Source: an optimization exercise on an open RTL-to-GDS flow (aim: small area and a short achievable clock period). Production flows keep margins and buffers that such runs may drop. The RTL was checked by simulation tests, not by an equivalence proof against the original design. Power is estimated from default activity; no workload was simulated.

## mac
module mac (
    input  logic               i_nrst,
    input  logic               i_clk,
    input  logic signed  [7:0] i_a0, i_a1, i_a2, i_a3, i_a4, i_a5, i_a6, i_a7,
    input  logic signed  [7:0] i_b0, i_b1, i_b2, i_b3, i_b4, i_b5, i_b6, i_b7,
    output logic signed [18:0] o_res
);
Size in the first run: about 1500 cells after synthesis, about 230 flip-flops, about 150 I/O pins, roughly 18000 um2 of cells after synthesis.
export LEC_CHECK = 0
export CAP_MARGIN = 20
export CORE_MARGIN = 5
export CORE_UTILIZATION = 60
export SETUP_SLACK_MARGIN = 2.7
export SLEW_MARGIN = 20
export SYNTH_HIERARCHICAL = 1
export SYNTH_MINIMUM_KEEP_SIZE = 0
create_clock -name core_clock -period 5.5 [get_ports {i_clk}]
standard.sh (not shown) runs the stock make flow with config.mk's settings and CLKGATE_MAP_FILE= SYNTH_SCRIPT=/design/flow/synth_recipe.tcl, a recipe that flattens the netlist after the stock synthesis.
==> flow/flow/run.sh <==
#!/bin/bash
set -e
export BUFFER_PORTS_ARGS="-buffer_cell sky130_fd_sc_hd__buf_1"
sed -E 's/SETUP_SLACK_MARGIN=[-0-9.]+/SETUP_SLACK_MARGIN=0/' standard.sh > standard_fp.sh
bash standard_fp.sh synth floorplan > standard_fp.log 2>&1
bash standard.sh > standard.log 2>&1
The starting point finished clean.
Next try:
==> flow/flow/run.sh (replaced) <==
#!/bin/bash
set -e
export BUFFER_PORTS_ARGS="-buffer_cell sky130_fd_sc_hd__buf_1"
bash standard.sh > standard.log 2>&1
--- a/flow/config.mk
+++ b/flow/config.mk
@@ -10,2 +10,3 @@
-export CORE_UTILIZATION = 60
-export SETUP_SLACK_MARGIN = 2.7
+export CORE_UTILIZATION = 40
+export CTS_BUF_LIST = sky130_fd_sc_hd__clkbuf_8
+export SETUP_SLACK_MARGIN = 2.8
After rerunning: The new run produced a clean layout; wire length rises by 11%; non-clock buffer count went up by 2; power is higher by 3.6%; cell area increases by about 7%; utilization went down by 20 points; via count went up by 1.2%; sequential share of layout area falls by 1.5 points.
Next try:
--- a/flow/config.mk
+++ b/flow/config.mk
@@ -11 +10,0 @@
-export CTS_BUF_LIST = sky130_fd_sc_hd__clkbuf_8
Outcome: Synthesized area stays the same. Final cell count is lower slightly. Synthesized cell count is unchanged. Routed wire length is lower slightly. Critical path depth does not change. Setup slack improves by 0.012 ns. Count of clock-buffer cells in the layout is lower by 20. Clock skew is lower by 0.035 ns. Fmax is higher slightly. Register-to-register slack barely changes. Die area stays the same.


== build 62 ==
mac again, from the RTL that the note above started with.
Settings: LEC_CHECK=0, CAP_MARGIN=20, CORE_MARGIN=5, CORE_UTILIZATION=60, CTS_CLUSTER_DIAMETER=100, CTS_CLUSTER_SIZE=30, PLACE_DENSITY=0.75, SETUP_SLACK_MARGIN=2.8, SLEW_MARGIN=20, SYNTH_HIERARCHICAL=1, SYNTH_MINIMUM_KEEP_SIZE=0; clock period 5.5 ns.
==> flow/flow/run.sh <==
#!/bin/bash
set -e
export BUFFER_PORTS_ARGS="-buffer_cell sky130_fd_sc_hd__buf_1"
sed -E 's/SETUP_SLACK_MARGIN=[-0-9.]+/SETUP_SLACK_MARGIN=0/' standard.sh > standard_fp.sh
bash standard_fp.sh synth floorplan > standard_fp.log 2>&1
bash standard.sh > standard.log 2>&1
Looking at the reports, build 62 completed the entire flow and the layout it produced met the timing, design-rule and antenna checks.
Setup changes, build 62 to build 11
- a change of SETUP_SLACK_MARGIN from 2.8 to 3.0
- a deleted CTS_CLUSTER_DIAMETER that had been 100
- a deleted PLACE_DENSITY that had been 0.75
- a deleted CTS_CLUSTER_SIZE that had been 30
==> comparison <==
Total chip power was higher in build 11 than in build 62.
Against build 62, non-clock buffer count in build 11 rose by a few percent.
Looking at build 62 and build 11, the flip-flop and latch area is a wash.
Build 11 finished all stages; the layout is clean.
Build 62 reached the final stage; the timing, design-rule and antenna checks on its layout passed.
Comparing build 62 and build 11, the lower worst-skew pair later-pin latency is on build 62.
Row part of the power in the clock network: build 11 higher / build 62 lower
Edits applied to the flow inputs when going from build 11 to build 59:
- CORE_UTILIZATION now 70, was 60
- CTS_CLUSTER_SIZE now 30, previously not set
- SETUP_SLACK_MARGIN now 2.8, was 3.0
- CTS_CLUSTER_DIAMETER now 100, previously not set
- The flow did not stop early for build 59: all stages ran, and the layout cleared the timing, design-rule and antenna checks.
- In summary, build 11 completed successfully, with a layout that passed the timing, design-rule and antenna checks.
- Highest attainable clock frequency delta (build 59 − build 11): unfavourable
- The utilization reported for build 59 is greater than that of build 11 by 3.7 points.
- Build 59 against build 11: clock buffer count fell by 23, number of diodes added for antenna fixing -1, required time of the worst setup path -0.09 ns.
- For build 59, the most common cell after layout, fill and taps aside was sky130_fd_sc_hd__fa_1, unlike build 11, where it was sky130_fd_sc_hd__nand2_1.
## Diff of input files: build 33 against build 59
- removing CTS_CLUSTER_SIZE (formerly 30)
- changing CORE_UTILIZATION from 70 to 60
- removing CTS_CLUSTER_DIAMETER (formerly 100)
==> flow/flow/run.sh <==
#!/bin/bash
set -e
export BUFFER_PORTS_ARGS="-buffer_cell sky130_fd_sc_hd__buf_1"
bash standard.sh > standard.log 2>&1
Findings:
Taking build 59 as the reference, in build 33 met1 track utilization from global routing now smaller; count of clock-buffer cells in the layout saw an increase; global-route usage over all layers shrank by 2.0 points; number of tap cells inserted picked up an extra 55.
Build 33 against build 59: switching power total increased 4.1%, global routing met2 resource utilization now sits lower.
Against build 59, build 33 comes in 2.2 points higher on final-layout clock-cell area share.
[compare] base=build 59 new=build 33: share of total power in combinational logic decreased 2.9 points; minimum period implied by the final worst setup slack fell by 0.018 ns; antenna diode count picked up an extra 1.
Inputs modified between build 33 and build 89:
- a change of SETUP_SLACK_MARGIN from 2.8 to 2.6
- a change of CORE_UTILIZATION from 60 to 40
Notes after the runs:
The setup slack of build 89 is smaller than that of build 33. Diff build 33 -> build 89: power in the clock group went up by about 8%, first-pass GRT wire length went down by about 0.9%, post-route total power now sits lower, total met2 wirelength after detailed routing level. | detailed-route wire length on metal 1 | build 33 vs build 89 | ≈ equal |. Of the two values seen for most frequent standard cell in the layout excluding fill and tap cells, sky130_fd_sc_hd__nand2_1 was produced by build 33 and sky130_fd_sc_hd__fa_1 by build 89. Relative to build 33, logic gate share of total power decreased by 2.0 points in build 89. Build 89 against build 33: post-route cell area now sits lower, sequential power now sits at about the same level, die outline area now sits higher.

static timing again, ports no longer ideal:
Ports are ideal in the flow. The routed layouts listed here were re-timed in OpenROAD. Step 1: set_driving_cell puts a clkbuf_16 on i_clk and a buf_2 on each other input, an assumption about the parent block. Step 2 moves the port delays by t, midway between the first and last clock arrival at a register: inputs arrive t later, outputs are due t later. That takes back most of the time a late clock gives input paths. Three values: ideal ports, drivers, drivers and shift; two values: the first two.
run | shift t [ns] | setup slack, ns | hold WS [ns] | worst register clock-pin slew, ns | cell pins on the clock port's net
the first run of note 1 | 0.574 | 2.697 / 2.720 / 2.146 | 0.325 / 0.325 / 0.325 | 0.07 / 0.07 | 1
the second run of note 1 | 0.635 | 2.778 / 2.778 / 2.170 | 0.322 / 0.322 / 0.322 | 0.07 / 0.07 | 1
the third run of note 1 | 0.606 | 2.790 / 2.790 / 2.227 | 0.327 / 0.327 / 0.327 | 0.07 / 0.07 | 1
build 62 | 0.536 | 2.744 / 2.744 / 2.238 | 0.339 / 0.339 / 0.339 | 0.12 / 0.12 | 1
build 11 | 0.575 | 2.786 / 2.786 / 2.275 | 0.325 / 0.325 / 0.325 | 0.07 / 0.07 | 1
build 59 | 0.540 | 2.763 / 2.763 / 2.266 | 0.337 / 0.337 / 0.337 | 0.11 / 0.11 | 1
build 33 | 0.572 | 2.781 / 2.781 / 2.249 | 0.326 / 0.326 / 0.326 | 0.06 / 0.06 | 1
build 89 | 0.598 | 2.585 / 2.608 / 2.010 | 0.330 / 0.330 / 0.330 | 0.06 / 0.06 | 1
After both steps setup and hold are still met in every run listed. The setup slack of the second run of note 1, which loses most, moves by 0.000 ns with the drivers and by -0.608 ns with both steps.
